This is an optimization exercise on Yosys and OpenROAD, whose aim is small area, not a production implementation. In this exercise RTL edits were held to simulation tests only and were not proved equivalent to the original. Power is estimated from default activity; no workload was simulated.

run 1:
## top
module top
#(
    parameter NB_LEDS        = 4           ,
    parameter NB_SW          = 4           ,
    parameter NB_COUNTER     = 2           ,   
    parameter NB_REG         = 9           ,   
    parameter SEED_I         = 9'b110101010,   
    parameter SEED_Q         = 9'b111111110,   
    parameter NB_OUTPUT      = 12          ,   
    parameter NB_BITS_REG    = 1024        ,   
    parameter NB_COUNT       = 9           ,
    parameter NB_ADDR_REG    = 10          ,
    parameter NB_ERRORS      = 64          ,
    parameter NB_FINE        = 4               
)
(
    output [NB_LEDS - 1  : 0] o_led,
    output [NB_OUTPUT   - 1 : 0] o_tx_i      ,   
    output [NB_OUTPUT   - 1 : 0] o_tx_q      ,   
    output [NB_OUTPUT   - 1 : 0] o_rx_i      ,   
    output [NB_OUTPUT   - 1 : 0] o_rx_q      ,   
    output [NB_ERRORS   - 1 : 0] o_errors_i  ,   
    output [NB_ERRORS   - 1 : 0] o_errors_q  ,   
    output [NB_ADDR_REG - 1 : 0] o_min_addr_i,   
    output [NB_ADDR_REG - 1 : 0] o_min_addr_q,   
    output [NB_COUNT    - 1 : 0] o_min_sum_i ,   
    output [NB_COUNT    - 1 : 0] o_min_sum_q ,   
    output                       o_lock_i    ,   
    output                       o_lock_q    ,   
    input  [NB_SW   - 1  : 0] i_sw ,
    input                     i_rst,
    input                     clk
);
==> module ber_counter, before the edit <==
module ber_counter
#(
    parameter NB_BITS_REG = 1024,
    parameter NB_COUNT    = 9   ,
    parameter NB_ADDR_REG = 10  ,
    parameter NB_ERRORS   = 64  ,
    parameter NB_FINE     = 4                           
)
(
    output                       o_led     ,
    output     [NB_ERRORS   - 1 : 0] o_errors  ,
    output     [NB_ADDR_REG - 1 : 0] o_min_addr,
    output     [NB_COUNT    - 1 : 0] o_min_sum ,
    input                        i_data_sign,             
    input                        i_prbs_bit ,             
    input  [1 : 0]               i_cnt      ,             
    input                        i_ev       ,             
    input                        i_shift    ,             
    input                        i_hold     ,             
    input                        i_stop     ,             
    input                        i_wend     ,             
    input  [NB_ADDR_REG - 1 : 0] i_addr     ,             
    input                        i_rst      ,             
    input                        clk
);
    localparam N_FINE = 1 << NB_FINE;
    localparam N_TAP  = NB_BITS_REG >> NB_FINE;
    localparam NB_TAP = NB_ADDR_REG - NB_FINE;
    reg  [NB_BITS_REG - 1 : 0] hist    ;
    reg  [N_FINE      - 2 : 0] fine_s  ;                  
    reg  [N_FINE      - 2 : 0] fine_m  ;                  
    reg  [NB_COUNT    - 1 : 0] sum_reg ;
    reg  [NB_COUNT    - 1 : 0] min_sum ;
    reg  [NB_ADDR_REG - 1 : 0] min_addr;
    reg  [NB_ERRORS   - 1 : 0] errors  ;
    wire [N_TAP - 1 : 0] taps;
    genvar g;
    generate
        for (g = 0; g < N_TAP; g = g + 1) begin : g_tap
            assign taps[g] = hist[g << NB_FINE];
        end
    endgenerate
    wire [NB_TAP - 1 : 0] tap_sel = i_cnt[0] ? i_addr  [NB_ADDR_REG - 1 -: NB_TAP]
                                             : min_addr[NB_ADDR_REG - 1 -: NB_TAP];
    wire                  tap_s   = taps[tap_sel];
    reg                   tap_m;
    always @(posedge clk)
        tap_m <= tap_s;
    wire [N_FINE - 1 : 0] line_s = {fine_s, tap_s};
    wire [N_FINE - 1 : 0] line_m = {fine_m, tap_m};
    wire                  bit_s  = line_s[i_addr  [NB_FINE - 1 : 0]];
    wire                  bit_m  = (&min_addr) ? fine_s[N_FINE - 2]
                                               : line_m[min_addr[NB_FINE - 1 : 0]];
    wire search = i_ev & ~i_stop;
    wire upd    = search & i_wend & ((i_addr == {NB_ADDR_REG{1'b0}}) | (sum_reg < min_sum));
    reg prbs_bit_d;
    always @(posedge clk)
        prbs_bit_d <= i_prbs_bit;
    always @(posedge clk)
        hist <= ({NB_BITS_REG{i_shift}} & {hist[NB_BITS_REG - 2 : 0], prbs_bit_d}) |
                ({NB_BITS_REG{i_hold }} &  hist);
    always @(posedge clk) begin
        if (i_ev) begin
            fine_s <= {fine_s[N_FINE - 3 : 0], tap_s};
            fine_m <= {fine_m[N_FINE - 3 : 0], tap_m};
        end
    end
    always @(posedge clk) begin
        if (i_rst) begin
            sum_reg  <= {NB_COUNT{1'b0}};
            min_sum  <= {NB_COUNT{1'b0}};
            min_addr <= {NB_ADDR_REG{1'b0}};
        end
        else begin
            if (search) begin
                if (i_wend)
                    sum_reg <= {NB_COUNT{1'b0}};
                else
                    sum_reg <= sum_reg + (bit_s ^ i_data_sign);
            end
            if (upd) begin
                min_sum  <= sum_reg;
                min_addr <= i_addr;
            end
        end
    end
    wire [NB_ERRORS : 0] err_carry;
    assign err_carry[0] = i_ev & i_stop & (bit_m ^ i_data_sign);
    genvar e;
    generate
        for (e = 0; e < NB_ERRORS; e = e + 1) begin : g_err
            assign err_carry[e + 1] = err_carry[e] & errors[e];
            always @(posedge clk)
                errors[e] <= ~i_rst & (errors[e] ^ err_carry[e]);
        end
    endgenerate
    assign o_led      = (min_sum == {NB_COUNT{1'b0}});
    assign o_errors   = errors  ;
    assign o_min_addr = min_addr;
    assign o_min_sum  = min_sum ;
endmodule
==> flow/config.mk <==
export PLATFORM = sky130hd
export DESIGN_NAME = top
export DESIGN_NICKNAME = top
export VERILOG_FILES = /design/flow/design.v
export SDC_FILE = /design/flow/constraint.sdc
export NUM_CORES = 4
export LEC_CHECK = 0
export CAP_MARGIN = 20
export CORE_MARGIN = 2
export CORE_UTILIZATION = 75
export CTS_BUF_LIST = sky130_fd_sc_hd__clkbuf_16
export CTS_CLUSTER_DIAMETER = 60
export CTS_CLUSTER_SIZE = 30
export PLACE_DENSITY = 0.85
export SLEW_MARGIN = 20
==> flow/constraint.sdc <==
create_clock -name core_clock -period 9.0 [get_ports {clk}]
set_input_delay 1.8000 -clock core_clock [delete_from_list [all_inputs] [get_ports {clk}]]
set_output_delay 1.8000 -clock core_clock [all_outputs]
set_load 0.01 [all_outputs]
standard.sh (not shown) runs the stock make flow with config.mk's settings and CLKGATE_MAP_FILE= SYNTH_SCRIPT=/design/flow/synth_recipe.tcl, a recipe that flattens the netlist after the stock synthesis.
==> flow/flow/run.sh <==
#!/bin/bash
# The standard layout (standard synthesis unchanged), with two changes:
# - the port buffers are the smallest buffer cell (buf_1) instead of the one
#   buffer_ports picks by default;
# - CTS inserts no dummy loads.
# make's output goes to flow_make.log; each ORFS step writes its own log
# under orfs/logs/.
set -o pipefail
bash standard.sh \
  "BUFFER_PORTS_ARGS=-buffer_cell sky130_fd_sc_hd__buf_1" \
  "CTS_ARGS=-sink_clustering_enable -repair_clock_nets -sink_clustering_size 30 -sink_clustering_max_diameter 60 -buf_list sky130_fd_sc_hd__clkbuf_16 -dont_use_dummy_load" \
  finish > flow_make.log 2>&1
Run 1 finished every stage; the final checks, however, were not passed, the failures being setup timing.
The following lists how run 2 was set up differently from run 1:
--- a/flow/design.v
+++ b/flow/design.v
@@ -355,4 +355,5 @@
             min_sum  <= {NB_COUNT{1'b0}};
             min_addr <= {NB_ADDR_REG{1'b0}};
+            errors   <= {NB_ERRORS{1'b0}};
         end
         else begin
@@ -367,16 +368,8 @@
                 min_addr <= i_addr;
             end
+            if (i_ev & i_stop)
+                errors <= errors + (bit_m ^ i_data_sign);
         end
     end
-    wire [NB_ERRORS : 0] err_carry;
-    assign err_carry[0] = i_ev & i_stop & (bit_m ^ i_data_sign);
-    genvar e;
-    generate
-        for (e = 0; e < NB_ERRORS; e = e + 1) begin : g_err
-            assign err_carry[e + 1] = err_carry[e] & errors[e];
-            always @(posedge clk)
-                errors[e] <= ~i_rst & (errors[e] ^ err_carry[e]);
-        end
-    endgenerate
     assign o_led      = (min_sum == {NB_COUNT{1'b0}});
     assign o_errors   = errors  ;
Notes after the runs:
Run 2 | stages: all done | timing, DRC, antenna: all pass. In run 2, number of CTS-inserted buffers is lower than in run 1. Compared with run 1, run 2 shows a lower wire length. Relative to run 1, run 2 improves internal power contribution. Going from run 1 to run 2, slew of the pin with the lowest slew margin went down by 0.040 ns, total number of vias went up by 889. Compared with run 1, run 2 is more frugal on power.

## port drivers added, routing unchanged
No port has a modelled driver above. Below, the same layouts with a new extraction and two added sets of constraints. Step 1 assumes that a clkbuf_16 drives the clock port and a buf_2 every other input. Step 2 times the ports against the registers' clock, not the clock port: input delays grow and output delays shrink by t, the midpoint of the rising clock arrivals with the driver on. a / b / c = ideal / step 1 / step 2; a / b = the first two.
run | t, ns | setup WS [ns] | clock arrival spread, ns | worst register clock-pin slew, ns | pins driven straight from the clock port
run 1 | 0.779 | -4.267 / -4.267 / -4.267 | 0.108 / 0.108 | 0.11 / 0.11 | 1
run 2 | 0.746 | 1.525 / 1.480 / 1.525 | 0.137 / 0.137 | 0.11 / 0.11 | 1
